This design comes from an exercise in tuning for small area, a short achievable clock period and few clock cycles on the open sky130 flow, not from production work.
Function was checked by simulation only, so behaviour that the tests miss may differ from the original.

==> run B <==
==> flow/design.v <==
module KS_Add32(
    input  [31:0] a, b,
    input         cin,
    output [31:0] sum,
    output        cout
);
wire [31:0] p = a ^ b;
wire [31:0] G [0:5];
wire [31:0] P [0:5];
assign G[0] = {a[31:1] & b[31:1], (a[0] & b[0]) | (p[0] & cin)};
assign P[0] = p;
genvar l, i;
generate for (l = 0; l < 5; l = l + 1) begin : g_lvl
    for (i = 0; i < 32; i = i + 1) begin : g_bit
        if (i >= (1 << l)) begin : g_op
            assign G[l+1][i] = G[l][i] | (P[l][i] & G[l][i - (1 << l)]);
            assign P[l+1][i] = P[l][i] & P[l][i - (1 << l)];
        end else begin : g_pass
            assign G[l+1][i] = G[l][i];
            assign P[l+1][i] = P[l][i];
        end
    end
end endgenerate
assign sum  = p ^ {G[5][30:0], cin};
assign cout = G[5][31];
endmodule
module Register_File(
    input         clk, rst,
    input  [4:0]  ra1, ra2,
    input         byp1, byp2,       
    input         imm2,             
    input  [31:0] imm,
    output [31:0] rd1, rd2,
    output [31:0] rd2_raw,          
    input         we,               
    input  [4:0]  wa,
    input  [31:0] wd
);
reg [31:0] rf [1:31];
reg [31:1] valid;
integer i;
always @(posedge clk) begin
    for (i = 1; i < 32; i = i + 1)
        if (we && wa == i) rf[i] <= wd;
end
always @(posedge clk or posedge rst) begin
    if (rst) valid <= 31'b0;
    else if (we) valid[wa] <= 1'b1;
end
reg [31:0] t1, t2;
integer k;
always @(*) begin
    t1 = 32'b0;
    t2 = 32'b0;
    for (k = 1; k < 32; k = k + 1) begin
        t1 = t1 | ({32{(ra1 == k) & valid[k]}} & rf[k]);
        t2 = t2 | ({32{(ra2 == k) & valid[k]}} & rf[k]);
    end
end
assign rd1     = ({32{byp1}} & wd) | ({32{~byp1}} & t1);
assign rd2_raw = ({32{byp2}} & wd) | ({32{~byp2}} & t2);
assign rd2     = ({32{imm2}} & imm) | ({32{~imm2 & byp2}} & wd) | ({32{~imm2 & ~byp2}} & t2);
endmodule
module SC_RISCV_32I(
    input         clk, rst,
    output [7:0]  imem_addr,
    input  [31:0] imem_data,
    output        dmem_we,
    output [1:0]  dmem_size,
    output [31:0] dmem_addr,
    output [31:0] dmem_wdata,
    input  [31:0] dmem_rdata
);
reg  [7:0]  pc;
reg  [7:0]  pc_o;                 
reg  [31:0] ex_a, ex_b, ex_s;     
reg  [4:0]  ex_rd;
reg         ex_fwd_a, ex_fwd_b, ex_fwd_s;   
reg         ex_sub, ex_arith;
reg  [7:0]  ex_sel;               
reg  [2:0]  ex_f3;
reg  [7:0]  ex_alt;               
reg  [2:0]  ex_bsel;              
reg         ex_bpol;              
reg         ex_rw, ex_ld, ex_st, ex_br;    
reg  [31:0] mw_res, mw_sdata;
reg  [31:0] mw_addr;              
reg  [4:0]  mw_rd;
reg  [2:0]  mw_f3;
reg         mw_rw, mw_ld, mw_st;
wire [31:0] ins = imem_data;
assign imem_addr = pc_o;
wire [4:0] rs1 = ins[19:15];
wire [4:0] rs2 = ins[24:20];
wire [4:0] rd  = ins[11:7];
wire [2:0] f3  = ins[14:12];
wire d_br  = ins[6];
wire d_alu = ~ins[6] & ins[4];
wire d_r   = d_alu & ins[5];
wire d_ld  = ~ins[6] & ~ins[4] & ~ins[5];
wire d_st  = ~ins[6] & ~ins[4] & ins[5];
wire d_use2 = ins[5];
wire d_wr  = ~ins[6] & (ins[4] | ~ins[5]) & (rd != 5'd0);
wire d_use_imm = ~(ins[5] & (ins[4] | ins[6]));
wire [7:0] bimm = {ins[27:25], ins[11:8], 1'b0};
wire [7:0] d_tgt  = pc + bimm;
wire [7:0] d_fall = pc + 8'd4;
wire d_self = (rs1 == rs2);
wire d_rs1z = (rs1 == 5'd0);
wire d_pred = d_br & (d_self ? ((f3 == 3'b000) | (f3 == 3'b101) | (f3 == 3'b111))
                    : (ins[31] | (f3 == 3'b001) | (f3 == 3'b101)
                       | ((f3 == 3'b111) & ~d_rs1z) | ((f3 == 3'b110) & d_rs1z)));
wire d_same = (bimm == 8'd4);                
wire stall = ex_ld & ((rs1 == ex_rd) | (d_use2 & (rs2 == ex_rd)));
wire [31:0] d_a, d_b, d_bi;
wire [31:0] mw_wdata;
wire [31:0] d_imm;
Register_File RF(
    .clk(clk), .rst(rst),
    .ra1(rs1), .ra2(rs2),
    .byp1(mw_rw && mw_rd == rs1), .byp2(mw_rw && mw_rd == rs2),
    .imm2(d_use_imm), .imm(d_imm),
    .rd1(d_a), .rd2(d_bi), .rd2_raw(d_b),
    .we(mw_rw), .wa(mw_rd), .wd(mw_wdata)
);
wire d_slt = d_alu & (f3 == 3'b010);
wire d_sltu = d_alu & (f3 == 3'b011);
wire d_sub = d_slt | d_sltu | (d_r & (f3 == 3'b000) & ins[30]);
wire [7:0] d_sel = d_alu ? (8'b1 << f3) : 8'b1;
assign d_imm = d_st ? {{20{ins[31]}}, ins[31:25], ins[11:7]} : {{20{ins[31]}}, ins[31:20]};
wire [31:0] a  = ex_fwd_a ? mw_res : ex_a;
wire [31:0] b  = ex_fwd_b ? (mw_res ^ {32{ex_sub}}) : (ex_b ^ {32{ex_sub}});
wire [31:0] sd = ex_fwd_s ? mw_res : ex_s;
wire [32:0] sum;
KS_Add32 ADD(.a(a), .b(b), .cin(ex_sub), .sum(sum[31:0]), .cout(sum[32]));
wire ltu = ~sum[32];
wire lt  = (a[31] != b[31]) ? sum[31] : a[31];    
wire c_eq0  = (ex_a == ex_b);
wire c_ltu0 = (ex_a < ex_b);
wire c_lt0  = (ex_a[31] != ex_b[31]) ? ex_a[31] : c_ltu0;
wire c_eq1  = (mw_res == ex_b);
wire c_ltu1 = (mw_res < ex_b);
wire c_lt1  = (mw_res[31] != ex_b[31]) ? mw_res[31] : c_ltu1;
wire c_eq2  = (ex_a == mw_res);
wire c_ltu2 = (ex_a < mw_res);
wire c_lt2  = (ex_a[31] != mw_res[31]) ? ex_a[31] : c_ltu2;
wire c0 = (ex_bsel[0] & c_eq0) | (ex_bsel[1] & c_lt0) | (ex_bsel[2] & c_ltu0);
wire c1 = (ex_bsel[0] & c_eq1) | (ex_bsel[1] & c_lt1) | (ex_bsel[2] & c_ltu1);
wire c2 = (ex_bsel[0] & c_eq2) | (ex_bsel[1] & c_lt2) | (ex_bsel[2] & c_ltu2);
wire c3 = ex_bsel[0];
wire        left = ex_sel[1];
wire [31:0] a_rev;
genvar gi;
generate for (gi = 0; gi < 32; gi = gi + 1) begin : g_rev
    assign a_rev[gi] = a[31 - gi];
end endgenerate
wire [31:0] sh_in = left ? a_rev : a;
wire signed [32:0] sh_ext = {ex_arith & ~left & a[31], sh_in};
wire [32:0] sh_out = sh_ext >>> b[4:0];
wire [31:0] shr = sh_out[31:0];
wire [31:0] shl;
generate for (gi = 0; gi < 32; gi = gi + 1) begin : g_rev2
    assign shl[gi] = shr[31 - gi];
end endgenerate
wire [31:0] res =
      ({32{ex_sel[0]}} & sum[31:0])
    | ({32{ex_sel[1]}} & shl)
    | ({32{ex_sel[2]}} & {31'b0, lt})
    | ({32{ex_sel[3]}} & {31'b0, ltu})
    | ({32{ex_sel[4]}} & (a ^ b))
    | ({32{ex_sel[5]}} & shr)
    | ({32{ex_sel[6]}} & (a | b))
    | ({32{ex_sel[7]}} & (a & b));
wire redirect = ex_br & (((ex_fwd_a & ex_fwd_b) ? c3 : ex_fwd_a ? c1 : ex_fwd_b ? c2 : c0) ^ ex_bpol);
assign dmem_we    = mw_st;
assign dmem_size  = mw_f3[1:0];
assign dmem_addr  = mw_addr;
assign dmem_wdata = mw_sdata;
wire [31:0] ld_data;
assign ld_data[7:0]   = dmem_rdata[7:0];
assign ld_data[15:8]  = (mw_f3[1:0] == 2'b00) ? {8{~mw_f3[2] & dmem_rdata[7]}} : dmem_rdata[15:8];
assign ld_data[31:16] = (mw_f3[1:0] == 2'b10) ? dmem_rdata[31:16]
                      : (mw_f3[1:0] == 2'b01) ? {16{~mw_f3[2] & dmem_rdata[15]}}
                      :                         {16{~mw_f3[2] & dmem_rdata[7]}};
assign mw_wdata = mw_ld ? ld_data : mw_res;
wire [7:0] pc_next = redirect ? ex_alt : stall ? pc : d_pred ? d_tgt : d_fall;
always @(posedge clk or posedge rst) begin
    if (rst) pc <= 8'd0;
    else     pc <= pc_next;
end
always @(posedge clk) begin
    pc_o <= rst ? 8'd0 : pc_next;
end
always @(posedge clk or posedge rst) begin
    if (rst) mw_addr <= 32'd0;
    else     mw_addr <= res;
end
wire bubble = redirect | stall;
always @(posedge clk or posedge rst) begin
    if (rst) begin
        ex_rw <= 1'b0; ex_ld <= 1'b0; ex_st <= 1'b0; ex_br <= 1'b0;
        mw_rw <= 1'b0; mw_st <= 1'b0;
    end else begin
        ex_rw <= ~bubble & d_wr;
        ex_ld <= ~bubble & d_ld & (rd != 5'd0);
        ex_st <= ~bubble & d_st;
        ex_br <= ~bubble & d_br;
        mw_rw <= ex_rw;
        mw_st <= ex_st;
    end
end
always @(posedge clk) begin
    ex_a       <= d_a;
    ex_b       <= d_bi;
    ex_s       <= d_b;
    ex_rd      <= rd;
    ex_fwd_a   <= ex_rw & (ex_rd == rs1);
    ex_fwd_b   <= ex_rw & (ex_rd == rs2) & ~d_use_imm;
    ex_fwd_s   <= ex_rw & (ex_rd == rs2);
    ex_sub     <= d_sub;
    ex_arith   <= ins[30];
    ex_sel     <= d_sel;
    ex_f3      <= f3;
    ex_alt     <= d_pred ? d_fall : d_tgt;
    ex_bsel    <= d_same ? 3'b000 : {f3[2] & f3[1], f3[2] & ~f3[1], ~f3[2]};
    ex_bpol    <= d_same ? 1'b0 : (f3[0] ^ d_pred);
    mw_res     <= res;
    mw_sdata   <= sd;
    mw_rd      <= ex_rd;
    mw_f3      <= ex_f3;
    mw_ld      <= ex_ld;
end
endmodule
==> flow/flow/run.sh <==
#!/bin/bash
set -euo pipefail
bash standard.sh synth > log_synth.txt 2>&1
bash standard.sh SETUP_SLACK_MARGIN=6.5 finish > log_layout.txt 2>&1
==> flow/standard.sh <==
#!/bin/bash
# synth_recipe.tcl (not shown) runs the flow's synth.tcl, then flattens the netlist and writes it again
# the make line also repeats each setting of config.mk as NAME=value (left out here)
make -C /OpenROAD-flow-scripts/flow DESIGN_CONFIG=/design/flow/config.mk WORK_HOME=/design/flow/orfs CLKGATE_MAP_FILE= SYNTH_SCRIPT=/design/flow/synth_recipe.tcl "${@:-finish}"
==> flow/config.mk <==
export PLATFORM = sky130hd
export DESIGN_NAME = SC_RISCV_32I
export DESIGN_NICKNAME = SC_RISCV_32I
export VERILOG_FILES = /design/flow/design.v
export SDC_FILE = /design/flow/constraint.sdc
export NUM_CORES = 4
export LEC_CHECK = 0
export CAP_MARGIN = 20
export CORE_MARGIN = 2
export CORE_UTILIZATION = 35
export CTS_BUF_LIST = sky130_fd_sc_hd__clkbuf_8
export CTS_CLUSTER_DIAMETER = 60
export CTS_CLUSTER_SIZE = 16
export PLACE_DENSITY = 0.55
export SLEW_MARGIN = 20
==> flow/constraint.sdc <==
create_clock -name core_clock -period 10.0 [get_ports {clk}]
set_input_delay 2.0000 -clock core_clock [delete_from_list [all_inputs] [get_ports {clk}]]
set_output_delay 2.0000 -clock core_clock [all_outputs]
set_load 0.01 [all_outputs]
==> run K (differences from run B) <==
==> flow/design.v, changed modules only <==
module Register_File(
    input         clk, rst,
    input  [4:0]  ra1, ra2,
    output [31:0] rd1, rd2,
    input         we,         
    input  [4:0]  wa,
    input  [31:0] wd
);
reg [31:0] rf [1:31];
reg [31:1] valid;
integer i;
always @(posedge clk) begin
    for (i = 1; i < 32; i = i + 1)
        if (we && wa == i) rf[i] <= wd;
end
always @(posedge clk or posedge rst) begin
    if (rst) valid <= 31'b0;
    else if (we) valid[wa] <= 1'b1;
end
wire [31:0] v = {valid, 1'b0};
wire [31:0] r1 = (ra1 == 5'd0) ? 32'b0 : rf[ra1];
wire [31:0] r2 = (ra2 == 5'd0) ? 32'b0 : rf[ra2];
assign rd1 = r1 & {32{v[ra1]}};
assign rd2 = r2 & {32{v[ra2]}};
endmodule
module SC_RISCV_32I(
    input         clk, rst,
    output [7:0]  imem_addr,
    input  [31:0] imem_data,
    output        dmem_we,
    output [1:0]  dmem_size,
    output [31:0] dmem_addr,
    output [31:0] dmem_wdata,
    input  [31:0] dmem_rdata
);
reg  [7:0]  pc;
reg  [31:0] ex_a, ex_b;           
reg  [11:0] ex_imm;
reg  [4:0]  ex_rd;
reg         ex_fwd_a, ex_fwd_b;   
reg         ex_use_imm, ex_sub, ex_arith;
reg  [7:0]  ex_sel;               
reg  [2:0]  ex_f3;
reg  [7:0]  ex_tgt, ex_fall;
reg         ex_t_ok, ex_f_ok;     
reg         ex_rw, ex_ld, ex_st, ex_br;    
reg  [31:0] mw_res, mw_sdata;
reg  [4:0]  mw_rd;
reg  [2:0]  mw_f3;
reg         mw_rw, mw_ld, mw_st;
wire [31:0] ins = imem_data;
assign imem_addr = pc;
wire [4:0] rs1 = ins[19:15];
wire [4:0] rs2 = ins[24:20];
wire [4:0] rd  = ins[11:7];
wire [2:0] f3  = ins[14:12];
wire d_br  = ins[6];
wire d_alu = ~ins[6] & ins[4];
wire d_r   = d_alu & ins[5];
wire d_ld  = ~ins[6] & ~ins[4] & ~ins[5];
wire d_st  = ~ins[6] & ~ins[4] & ins[5];
wire d_use2 = ins[5];
wire d_wr  = ~ins[6] & (ins[4] | ~ins[5]) & (rd != 5'd0);
wire d_use_imm = ~(ins[5] & (ins[4] | ins[6]));
wire [7:0] bimm = {ins[27:25], ins[11:8], 1'b0};
wire [7:0] d_tgt  = pc + bimm;
wire [7:0] d_fall = pc + 8'd4;
wire d_pred = d_br & ins[31];                
wire d_same = (bimm == 8'd4);                
wire stall = ex_ld & ((rs1 == ex_rd) | (d_use2 & (rs2 == ex_rd)));
wire [31:0] rf1, rf2;
wire [31:0] mw_wdata;
Register_File RF(
    .clk(clk), .rst(rst),
    .ra1(rs1), .ra2(rs2), .rd1(rf1), .rd2(rf2),
    .we(mw_rw), .wa(mw_rd), .wd(mw_wdata)
);
wire [31:0] d_a = (mw_rw && mw_rd == rs1) ? mw_wdata : rf1;
wire [31:0] d_b = (mw_rw && mw_rd == rs2) ? mw_wdata : rf2;
wire d_slt = d_alu & (f3 == 3'b010);
wire d_sltu = d_alu & (f3 == 3'b011);
wire d_sub = d_br | d_slt | d_sltu | (d_r & (f3 == 3'b000) & ins[30]);
wire [7:0] d_sel = d_alu ? (8'b1 << f3) : 8'b1;
wire [31:0] a  = ex_fwd_a ? mw_res : ex_a;
wire [31:0] bv = ex_fwd_b ? mw_res : ex_b;
wire [31:0] b  = ex_use_imm ? {{20{ex_imm[11]}}, ex_imm} : bv;
wire [32:0] sum = {1'b0, a} + {1'b0, b ^ {32{ex_sub}}} + {32'b0, ex_sub};
wire ltu = ~sum[32];
wire lt  = (a[31] == b[31]) ? sum[31] : a[31];
wire eq  = (a == b);
wire        left = ex_sel[1];
wire [31:0] a_rev;
genvar gi;
generate for (gi = 0; gi < 32; gi = gi + 1) begin : g_rev
    assign a_rev[gi] = a[31 - gi];
end endgenerate
wire [31:0] sh_in = left ? a_rev : a;
wire signed [32:0] sh_ext = {ex_arith & ~left & a[31], sh_in};
wire [32:0] sh_out = sh_ext >>> b[4:0];
wire [31:0] shr = sh_out[31:0];
wire [31:0] shl;
generate for (gi = 0; gi < 32; gi = gi + 1) begin : g_rev2
    assign shl[gi] = shr[31 - gi];
end endgenerate
wire [31:0] res =
      ({32{ex_sel[0]}} & sum[31:0])
    | ({32{ex_sel[1]}} & shl)
    | ({32{ex_sel[2]}} & {31'b0, lt})
    | ({32{ex_sel[3]}} & {31'b0, ltu})
    | ({32{ex_sel[4]}} & (a ^ b))
    | ({32{ex_sel[5]}} & shr)
    | ({32{ex_sel[6]}} & (a | b))
    | ({32{ex_sel[7]}} & (a & b));
wire taken = ex_f3[2] ? ((ex_f3[1] ? ltu : lt) ^ ex_f3[0]) : (eq ^ ex_f3[0]);
wire redirect = ex_br & (taken ? ~ex_t_ok : ~ex_f_ok);
wire [7:0] redirect_pc = taken ? ex_tgt : ex_fall;
assign dmem_we    = mw_st;
assign dmem_size  = mw_f3[1:0];
assign dmem_addr  = mw_res;
assign dmem_wdata = mw_sdata;
wire [31:0] ld_data;
assign ld_data[7:0]   = dmem_rdata[7:0];
assign ld_data[15:8]  = (mw_f3[1:0] == 2'b00) ? {8{~mw_f3[2] & dmem_rdata[7]}} : dmem_rdata[15:8];
assign ld_data[31:16] = (mw_f3[1:0] == 2'b10) ? dmem_rdata[31:16]
                      : (mw_f3[1:0] == 2'b01) ? {16{~mw_f3[2] & dmem_rdata[15]}}
                      :                         {16{~mw_f3[2] & dmem_rdata[7]}};
assign mw_wdata = mw_ld ? ld_data : mw_res;
always @(posedge clk or posedge rst) begin
    if (rst) begin
        pc <= 8'd0;
    end else if (redirect) begin
        pc <= redirect_pc;
    end else if (!stall) begin
        pc <= d_pred ? d_tgt : d_fall;
    end
end
wire bubble = redirect | stall;
always @(posedge clk or posedge rst) begin
    if (rst) begin
        ex_rw <= 1'b0; ex_ld <= 1'b0; ex_st <= 1'b0; ex_br <= 1'b0;
        mw_rw <= 1'b0; mw_st <= 1'b0;
    end else begin
        ex_rw <= ~bubble & d_wr;
        ex_ld <= ~bubble & d_ld & (rd != 5'd0);
        ex_st <= ~bubble & d_st;
        ex_br <= ~bubble & d_br;
        mw_rw <= ex_rw;
        mw_st <= ex_st;
    end
end
always @(posedge clk) begin
    ex_a       <= d_a;
    ex_b       <= d_b;
    ex_imm     <= d_st ? {ins[31:25], ins[11:7]} : ins[31:20];
    ex_rd      <= rd;
    ex_fwd_a   <= ex_rw & (ex_rd == rs1);
    ex_fwd_b   <= ex_rw & (ex_rd == rs2);
    ex_use_imm <= d_use_imm;
    ex_sub     <= d_sub;
    ex_arith   <= ins[30];
    ex_sel     <= d_sel;
    ex_f3      <= f3;
    ex_tgt     <= d_tgt;
    ex_fall    <= d_fall;
    ex_t_ok    <= d_pred | d_same;
    ex_f_ok    <= ~d_pred | d_same;
    mw_res     <= res;
    mw_sdata   <= bv;
    mw_rd      <= ex_rd;
    mw_f3      <= ex_f3;
    mw_ld      <= ex_ld;
end
endmodule
// module KS_Add32 removed
==> flow/run.sh (new file) <==
#!/bin/bash
# synth_recipe.tcl (not shown) runs the flow's synth.tcl, then flattens the netlist and writes it again
# the make line also repeats each setting of config.mk as NAME=value (left out here)
make -C /OpenROAD-flow-scripts/flow DESIGN_CONFIG=/design/flow/config.mk WORK_HOME=/design/flow/orfs CLKGATE_MAP_FILE= SYNTH_SCRIPT=/design/flow/synth_recipe.tcl finish
Settings changed: CORE_UTILIZATION 35 to 40, CTS_BUF_LIST sky130_fd_sc_hd__clkbuf_8 to unset, CTS_CLUSTER_DIAMETER 60 to unset, CTS_CLUSTER_SIZE 16 to unset, PLACE_DENSITY 0.55 to 0.6.
removed: flow/flow/run.sh
removed: flow/standard.sh
==> impl_metrics.toml <==
[final_layout]
area.sequential_mm2 = 0.0361
seq_cells = 1279
clock_buffers = 116
layout-area-overhead-vs-synth_pct = 24.3

[logic_synthesis]
synth_sequential_area_ratio = 0.593

[pwr]
cellPowerDensity_mw_per_mm2 = 189
share_seq_of_total_power = 0.487
power.switching_mw = 4.92

[sta]
hold_slack_ps = 360

[run_status]
outcome = "timing/DRC/antenna clean"

[floorplan]
num_tap_cells = 2310

[detailed_routing]
first_pass_iters = 8

[setup_path]
ff2ff_path_depth = 15
the above is filed under run B

==> impl_metrics.toml <==
[run_status]
outcome = "timing/DRC/antenna clean"

[pwr]
power.switching_mw = 3.84
cellPowerDensity_mw_per_mm2 = 204

[floorplan]
num_tap_cells = 1890

[detailed_routing]
first_pass_iters = 14

[setup_path]
ff2ff_path_depth = 17
the above is filed under run K

Testbench counts of run B, summed over its fixed seeds: cycles 27,077.
Testbench counts of run K, summed over its fixed seeds: cycles 27,471.

==> separate check: timing with driven ports <==
In the flow no input, the clock included, has a driving cell. The finished layouts below were timed again as built, in two steps.
Step 1, drivers: a clkbuf_16 drives clk and a buf_2 each remaining input, both assumed.
Step 2 times the ports against the registers' clock, not the clock port: input delays grow and output delays shrink by t, the midpoint of the rising clock arrivals with the driver on.
Three values: ideal ports, drivers, drivers and shift; two values: the first two.
| run | t, ns | setup WS [ns] | pins driven straight from the clock port |
|---|---|---|---|
| run B | 0.974 | 6.340 / 6.318 / 5.345 | 1 |
| run K | 0.844 | 3.219 / 3.219 / 3.219 | 1 |
After both steps setup and hold are still met in every run listed. For run B, which loses most, drivers alone change the setup slack by -0.022 ns; drivers and shift together by -0.995 ns.
